Context: an optimization exercise on an open-source flow, tuned for small area, a short achievable clock period and few clock cycles per item. The choices shown serve that exercise and are no tape-out recipe. In this exercise RTL edits were held to simulation tests only and were not proved equivalent to the original.

// multipli
module multipli
#(parameter int N = 32)
(
	input  logic                        CLOCK,
	input  logic                        RESET,
	input  logic                        START,
	input  logic signed [N-1:0]         A,B,
	output logic signed [2*N-1:0]       S,
	output logic                        END_MULT
);
logic [1:0] COUNT;
logic [40:0] X, Y;
logic [23:0] LO;
logic XB;
logic go, first, last;
logic [0:0] NF;     
assign go    = START & ~END_MULT;
assign first = ~NF[0];
assign last  = (COUNT == 2'd3);
logic [8:0] aa, al;
assign aa = {A[7:0], 1'b0};
assign al = {LO[7:0], XB};
logic [3:0] oneA, twoA, ngA, oneL, twoL, ngL;
always_comb begin
    for (int i = 0; i < 4; i++) begin
        oneA[i] = aa[2*i] ^ aa[2*i+1];
        twoA[i] = (aa[2*i+2] & ~aa[2*i+1] & ~aa[2*i]) | (~aa[2*i+2] & aa[2*i+1] & aa[2*i]);
        ngA[i]  = aa[2*i+2] & ~(aa[2*i+1] & aa[2*i]);
        oneL[i] = al[2*i] ^ al[2*i+1];
        twoL[i] = (al[2*i+2] & ~al[2*i+1] & ~al[2*i]) | (~al[2*i+2] & al[2*i+1] & al[2*i]);
        ngL[i]  = al[2*i+2] & ~(al[2*i+1] & al[2*i]);
    end
end
logic [3:0] one [1], two [1], ng [1];
always_comb
    for (int k = 0; k < 1; k++) begin
        one[k] = NF[k] ? oneL : oneA;
        two[k] = NF[k] ? twoL : twoA;
        ng[k]  = NF[k] ? ngL : ngA;
    end
logic [32:0] m [4];
logic [32:0] Bl, Bh;
assign Bl = {B[31], B};
assign Bh = {B, 1'b0};
always_comb begin
    for (int i = 0; i < 4; i++)
        for (int j = 0; j < 33; j++) begin
            int k;
            k = j * 1 / 33;
            m[i][j] = ((one[k][i] & Bl[j]) | (two[k][i] & Bh[j])) ^ ng[k][i];
        end
end
logic fa_p0, fa_g0;
  ...
Size: roughly 130 I/O pins.
==> flow/config.mk <==
export PLATFORM = sky130hd
export DESIGN_NAME = multipli
export DESIGN_NICKNAME = multipli
export VERILOG_FILES = /design/flow/design.v
export SDC_FILE = /design/flow/constraint.sdc
export NUM_CORES = 4
export LEC_CHECK = 0
export ABC_AREA = 1
export CAP_MARGIN = 20
export CORE_MARGIN = 2
export CORE_UTILIZATION = 40
export SETUP_SLACK_MARGIN = 1.5
export SLEW_MARGIN = 20
==> flow/constraint.sdc <==
create_clock -name core_clock -period 5.0 [get_ports {CLOCK}]
set_input_delay 1.0000 -clock core_clock [delete_from_list [all_inputs] [get_ports {CLOCK}]]
set_output_delay 1.0000 -clock core_clock [all_outputs]
set_load 0.01 [all_outputs]
standard.sh (not shown) runs the stock make flow with config.mk's settings and CLKGATE_MAP_FILE= SYNTH_SCRIPT=/design/flow/synth_recipe.tcl, a recipe that flattens the netlist after the stock synthesis.
==> flow/flow/run.sh <==
#!/bin/bash
# Layout flow: the standard flow (standard.sh) with two changes.
# 1. The port buffers that global placement inserts are made from
#    sky130_fd_sc_hd__buf_1 instead of the default pick; the resizer upsizes
#    them where timing or slew needs it.
# 2. After the standard synthesis, flow/fixinv.py removes inverters around
#    the full-adder cells (an adder with all inputs and outputs complemented
#    is the same adder) and swaps gates for their complements where that
#    saves an inverter. Registers are not touched.
# Each tool's output goes to a log of its own in this folder.
set -e
export BUFFER_PORTS_ARGS="-buffer_cell sky130_fd_sc_hd__buf_1"
RES=orfs/results/sky130hd/multipli/base
OR=$(command -v openroad || echo /OpenROAD-flow-scripts/tools/install/OpenROAD/bin/openroad)
bash standard.sh synth > synth.log 2>&1
cp $RES/1_synth.odb $RES/1_synth_std.odb
"$OR" -python -no_init flow/fixinv.py $RES/1_synth_std.odb $RES/1_synth.odb > fixinv.log 2>&1
bash standard.sh > standard.log 2>&1
Other scripts of this flow, unchanged in this note and not shown: flow/flow/fixinv.py
The first run ran to the end with no violations.
Testbench counts at the start, summed over its fixed seeds: cycles 7,992, items 1,600.
Next try:
SETUP_SLACK_MARGIN = 1.3   (was 1.5)
After rerunning: Fmax drops by 1.0%; non-clock buffer count came out lower by 51; sequential cell count stays the same; routed wire length shrinks by 8.5%; final cell count falls by 3.2%; global-route usage is lower by 0.96 points; worst hold slack gets better by 0.016 ns.

-- separate check: timing with driven ports --
Ports are ideal in the flow. The routed layouts listed here were re-timed in OpenROAD.
Step 1 assumes that a clkbuf_16 drives the clock port and a buf_2 every other input.
Step 2 adds t to the input delays and takes it off the output delays; t is the mean of the earliest and latest rising clock arrival at the registers after step 1. Input paths then give back, and output paths get back, about the clock's delay inside the block.
Slacks: ideal ports / drivers / drivers and shift; pairs: ideal ports / drivers.
run | t (ns) | slack for setup (ns) | hold slack, ns | pins driven straight from the clock port
the first run | 0.412 | 1.421 / 1.373 / 1.017 | 0.443 / 0.433 / 0.489 | 1
the second run | 0.412 | 1.384 / 1.337 / 1.002 | 0.459 / 0.437 / 0.487 | 1
After both steps every run listed still meets setup and hold. For the first run, which loses most, drivers alone change the setup slack by -0.048 ns; drivers and shift together by -0.404 ns.
